This design comes from an exercise in tuning for small area, a short achievable clock period and few clock cycles on the open sky130 flow, not from production work. Where RTL was checked, it was by simulation tests only, not by an equivalence proof against the original. No activity file was given, so power comes from the tool's default toggle rates.

==> flow/design.v <==
`timescale 1ns / 1ps
module seq_core(
    input              rst,    
    input              clk,
    output reg [(10)-1:0] pc,
    input  [(16)-1:0] instruction,
    output             read,
    output             write,
    output [(10)-1:0] address,
    input  [(32)-1:0] data_in,
    output [(32)-1:0] data_out,
    output             halted
);
integer k;
reg [31:0] rf [0:7];
reg [7:0]  rvalid;
reg        e_valid;
reg        e_pred;             
reg [9:0]  e_pc1;              
reg [7:0]  e_ir;
reg [2:0]  e_cc;
reg [31:0] A, B;
reg [7:0]  e_wen;              
reg        e_halt, e_load, e_store, e_jmp, e_jmpr, e_jc, e_jrc;
reg        e_sub, e_shl, e_shr, e_ashr, e_arith, e_loadc;
reg [3:0]  e_lut;              
reg        h_r;
wire [31:0] sum = A + (B ^ {32{e_sub}}) + {31'd0, e_sub};
reg  [31:0] lres;
always @(*) for (k = 0; k < 32; k = k + 1) lres[k] = e_lut[{A[k], B[k]}];
reg  [31:0] sh_in;
always @(*) for (k = 0; k < 32; k = k + 1) sh_in[k] = e_shl ? A[31-k] : A[k];
wire        sh_fill = e_ashr & A[31];
wire [63:0] sh_ext  = {{32{sh_fill}}, sh_in};
wire [31:0] sh_r    = e_ir[5] ? {32{sh_fill}} : sh_ext[e_ir[4:0] +: 32];
reg  [31:0] sh_rev;
always @(*) for (k = 0; k < 32; k = k + 1) sh_rev[k] = sh_r[31-k];
wire [31:0] result = ({32{e_load}}  & data_in)
                   | ({32{e_loadc}} & {A[23:0], e_ir[7:0]})
                   | ({32{e_shr}}   & sh_r)
                   | ({32{e_shl}}   & sh_rev)
                   | lres
                   | ({32{e_arith}} & sum);
reg cond;
always @(*) begin
    case (e_cc)
        3'b000:  cond = A[31];
        3'b001:  cond = ~A[31];
        3'b010:  cond = (A == 32'd0);
        3'b011:  cond = (A != 32'd0);
        default: cond = 1'b0;
    endcase
end
wire       e_rel    = e_jmpr | e_jrc;
wire       taken    = e_jmp | e_jmpr | ((e_jc | e_jrc) & cond);
wire       redirect = e_valid & (taken ^ e_pred);
wire [9:0] e_pcrel  = e_pc1 + {4'd0, e_ir[5:0]} - 10'd1;
wire [9:0] r_tgt    = ~taken ? e_pc1 : e_rel ? e_pcrel : B[9:0];
wire       stop     = h_r | (e_valid & e_halt);
assign read     = e_valid & e_load;
assign write    = e_valid & e_store;
assign address  = e_load ? B[9:0] : A[9:0];
assign data_out = B;
assign halted   = stop;
wire [6:0] op      = instruction[15:9];
wire       i_load  = (op[6:2] == 5'b00111);
wire       i_loadc = (op[6:2] == 5'b01000);
wire       i_store = (op[6:2] == 5'b01001);
wire       i_alu   = (op >= 7'd1) && (op <= 7'd10);
wire       i_shift = (op >= 7'd11) && (op <= 7'd13);
wire       i_jmp   = (op[6:3] == 4'b0101);
wire       i_jc    = (op[6:3] == 4'b0111);
wire       i_shl   = (op == 7'd13);
wire       a_108 = (op[6:4] == 3'b010);
wire       a_53  = (op[6:4] == 3'b000) & (~op[3] | (~op[2] & ~(op[1] & op[0])));
wire       a_86  = ~a_108 & ~a_53;
wire [7:0] a1h   = ({8{a_108}} & (8'd1 << instruction[10:8]))
                 | ({8{a_53}}  & (8'd1 << instruction[5:3]))
                 | ({8{a_86}}  & (8'd1 << instruction[8:6]));
wire [2:0] didx = (i_alu | i_shift) ? instruction[8:6] : instruction[10:8];
wire       we   = i_alu | i_shift | i_load | i_loadc;
wire [7:0] b1h  = 8'd1 << instruction[2:0];
wire       abyp = (a_108 & e_wen[instruction[10:8]])
                | (a_53  & e_wen[instruction[5:3]])
                | (a_86  & e_wen[instruction[8:6]]);
wire       bbyp = e_wen[instruction[2:0]];
reg [31:0] ra, rb;
always @(*) begin
    ra = 32'd0;
    rb = 32'd0;
    for (k = 0; k < 8; k = k + 1) begin
        ra = ra | ({32{a1h[k] & rvalid[k]}} & rf[k]);
        rb = rb | ({32{b1h[k] & rvalid[k]}} & rf[k]);
    end
end
wire [31:0] a_in = abyp ? result : ra;
wire       f_pred = (i_jmp | (i_jc & instruction[9] & ~instruction[11])) & ~bbyp;
wire       go     = ~redirect & ~stop;
wire [9:0] pc_inc = pc + 10'd1;
always @(posedge clk) begin
    for (k = 0; k < 8; k = k + 1)
        if (e_wen[k]) rf[k] <= result;
end
always @(posedge clk) begin
    e_pc1   <= pc_inc;
    e_ir    <= instruction[7:0];
    e_cc    <= instruction[11:9];
    A       <= a_in;
    B       <= bbyp ? result : rb;
    e_pred  <= f_pred;
    e_halt  <= (op == 7'h7f);
    e_load  <= i_load;
    e_store <= i_store;
    e_jmp   <= i_jmp;
    e_jmpr  <= (op[6:3] == 4'b0110);
    e_jc    <= i_jc;
    e_jrc   <= (op[6:3] == 4'b1000);
    e_sub   <= (op == 7'd3) | (op == 7'd4);
    e_shl   <= i_shl;
    e_shr   <= (op == 7'd11) | (op == 7'd12);
    e_ashr  <= (op == 7'd12);
    e_arith <= (op >= 7'd1) && (op <= 7'd4);
    e_loadc <= i_loadc;
    case (op)
        7'd5:    e_lut <= 4'b1000;    
        7'd6:    e_lut <= 4'b1110;    
        7'd7:    e_lut <= 4'b0110;    
        7'd8:    e_lut <= 4'b0111;    
        7'd9:    e_lut <= 4'b0001;    
        7'd10:   e_lut <= 4'b1001;    
        default: e_lut <= 4'b0000;
    endcase
    if (1'b0 == rst) begin
        pc      <= 10'd0;
        rvalid  <= 8'd0;
        e_valid <= 1'b0;
        e_wen   <= 8'd0;
        h_r     <= 1'b0;
    end else begin
        rvalid  <= rvalid | e_wen;
        h_r     <= stop;
        e_valid <= go;
        e_wen   <= (go & we) ? (8'd1 << didx) : 8'd0;
        if (redirect)    pc <= r_tgt;
        else if (f_pred) pc <= rb[9:0];
        else             pc <= pc_inc;
    end
end
endmodule
export LEC_CHECK = 0
export CAP_MARGIN = 20
export CORE_MARGIN = 2
export CORE_UTILIZATION = 40
export PLACE_DENSITY = 0.6
export SETUP_SLACK_MARGIN = 5
export SLEW_MARGIN = 20
create_clock -name core_clock -period 8.5 [get_ports {clk}]
standard.sh (not shown) runs the stock make flow with config.mk's settings and CLKGATE_MAP_FILE= SYNTH_SCRIPT=/design/flow/synth_recipe.tcl, a recipe that flattens the netlist after the stock synthesis.
==> flow/flow/run.sh <==
#!/bin/bash
# The standard ORFS layout, with plain buffers on the ports instead of the
# default delay-cell buffers, and a clock tree of clkbuf_8 without dummy loads.
set -euo pipefail
bash standard.sh 'BUFFER_PORTS_ARGS=-buffer_cell sky130_fd_sc_hd__buf_2' \
  'CTS_ARGS=-sink_clustering_enable -repair_clock_nets -dont_use_dummy_load -buf_list sky130_fd_sc_hd__clkbuf_8' \
  finish > standard.log 2>&1
The baseline finished with timing, DRC and antenna clean.
Testbench counts at the start, summed over its fixed seeds: cycles 19,978.
Rerun with:
--- a/flow/design.v
+++ b/flow/design.v
@@ -26,14 +26,14 @@
 reg [3:0]  e_lut;              
 reg        h_r;
 wire [31:0] sum = A + (B ^ {32{e_sub}}) + {31'd0, e_sub};
 reg  [31:0] lres;
 always @(*) for (k = 0; k < 32; k = k + 1) lres[k] = e_lut[{A[k], B[k]}];
 reg  [31:0] sh_in;
-always @(*) for (k = 0; k < 32; k = k + 1) sh_in[k] = e_shl ? A[31-k] : A[k];
-wire        sh_fill = e_ashr & A[31];
+always @(*) for (k = 0; k < 32; k = k + 1) sh_in[k] = e_shl ? B[31-k] : B[k];
+wire        sh_fill = e_ashr & B[31];
 wire [63:0] sh_ext  = {{32{sh_fill}}, sh_in};
 wire [31:0] sh_r    = e_ir[5] ? {32{sh_fill}} : sh_ext[e_ir[4:0] +: 32];
 reg  [31:0] sh_rev;
 always @(*) for (k = 0; k < 32; k = k + 1) sh_rev[k] = sh_r[31-k];
 wire [31:0] result = ({32{e_load}}  & data_in)
                    | ({32{e_loadc}} & {A[23:0], e_ir[7:0]})
@@ -69,24 +69,25 @@
 wire       i_alu   = (op >= 7'd1) && (op <= 7'd10);
 wire       i_shift = (op >= 7'd11) && (op <= 7'd13);
 wire       i_jmp   = (op[6:3] == 4'b0101);
 wire       i_jc    = (op[6:3] == 4'b0111);
 wire       i_shl   = (op == 7'd13);
 wire       a_108 = (op[6:4] == 3'b010);
-wire       a_53  = (op[6:4] == 3'b000) & (~op[3] | (~op[2] & ~(op[1] & op[0])));
-wire       a_86  = ~a_108 & ~a_53;
+wire       a_86  = (op[6:4] == 3'b011) | (op[6:4] == 3'b100);
+wire       a_53  = ~a_108 & ~a_86;
 wire [7:0] a1h   = ({8{a_108}} & (8'd1 << instruction[10:8]))
                  | ({8{a_53}}  & (8'd1 << instruction[5:3]))
                  | ({8{a_86}}  & (8'd1 << instruction[8:6]));
+wire       b_86  = i_shift;
 wire [2:0] didx = (i_alu | i_shift) ? instruction[8:6] : instruction[10:8];
 wire       we   = i_alu | i_shift | i_load | i_loadc;
-wire [7:0] b1h  = 8'd1 << instruction[2:0];
+wire [7:0] b1h  = b_86 ? (8'd1 << instruction[8:6]) : (8'd1 << instruction[2:0]);
 wire       abyp = (a_108 & e_wen[instruction[10:8]])
                 | (a_53  & e_wen[instruction[5:3]])
                 | (a_86  & e_wen[instruction[8:6]]);
-wire       bbyp = e_wen[instruction[2:0]];
+wire       bbyp = b_86 ? e_wen[instruction[8:6]] : e_wen[instruction[2:0]];
 reg [31:0] ra, rb;
 always @(*) begin
     ra = 32'd0;
     rb = 32'd0;
     for (k = 0; k < 8; k = k + 1) begin
         ra = ra | ({32{a1h[k] & rvalid[k]}} & rf[k]);
After rerunning: The new run produced a clean layout; area after synthesis grows by 2.1%; wire length rose by 8.7%; design area rose by 5.8%; power increases by 8.3%; first-iteration DRC count climbs by 14%; fmax stays flat.
Function not checked in the second run of this note: the RTL went through the layout flow alone.

what the ideal ports hide:
In the flow no input, the clock included, has a driving cell. The finished layouts below were timed again as built, in two steps.
Step 1 sets driving cells, clkbuf_16 on the clock port and buf_2 on the other inputs (assumed; they add their load-dependent delay and slew).
Step 2 also shifts input and output timing later by t, the mid clock arrival at the registers, as if the neighbouring blocks saw the same clock.
Three values: ideal, step 1, step 2; two values: the first two.
run	shift t [ns]	slack for setup (ns)	hold WS [ns]	slew at the worst register clock pin (ns)	pins driven straight from the clock port
the first run	0.701	4.959 / 4.959 / 4.342	0.485 / 0.485 / 0.485	0.07 / 0.07	1
the second run	0.688	4.953 / 4.953 / 4.282	0.472 / 0.472 / 0.472	0.07 / 0.07	1
After both steps every run listed still meets setup and hold. The setup slack of the second run, which loses most, moves by 0.000 ns with the drivers and by -0.671 ns with both steps.
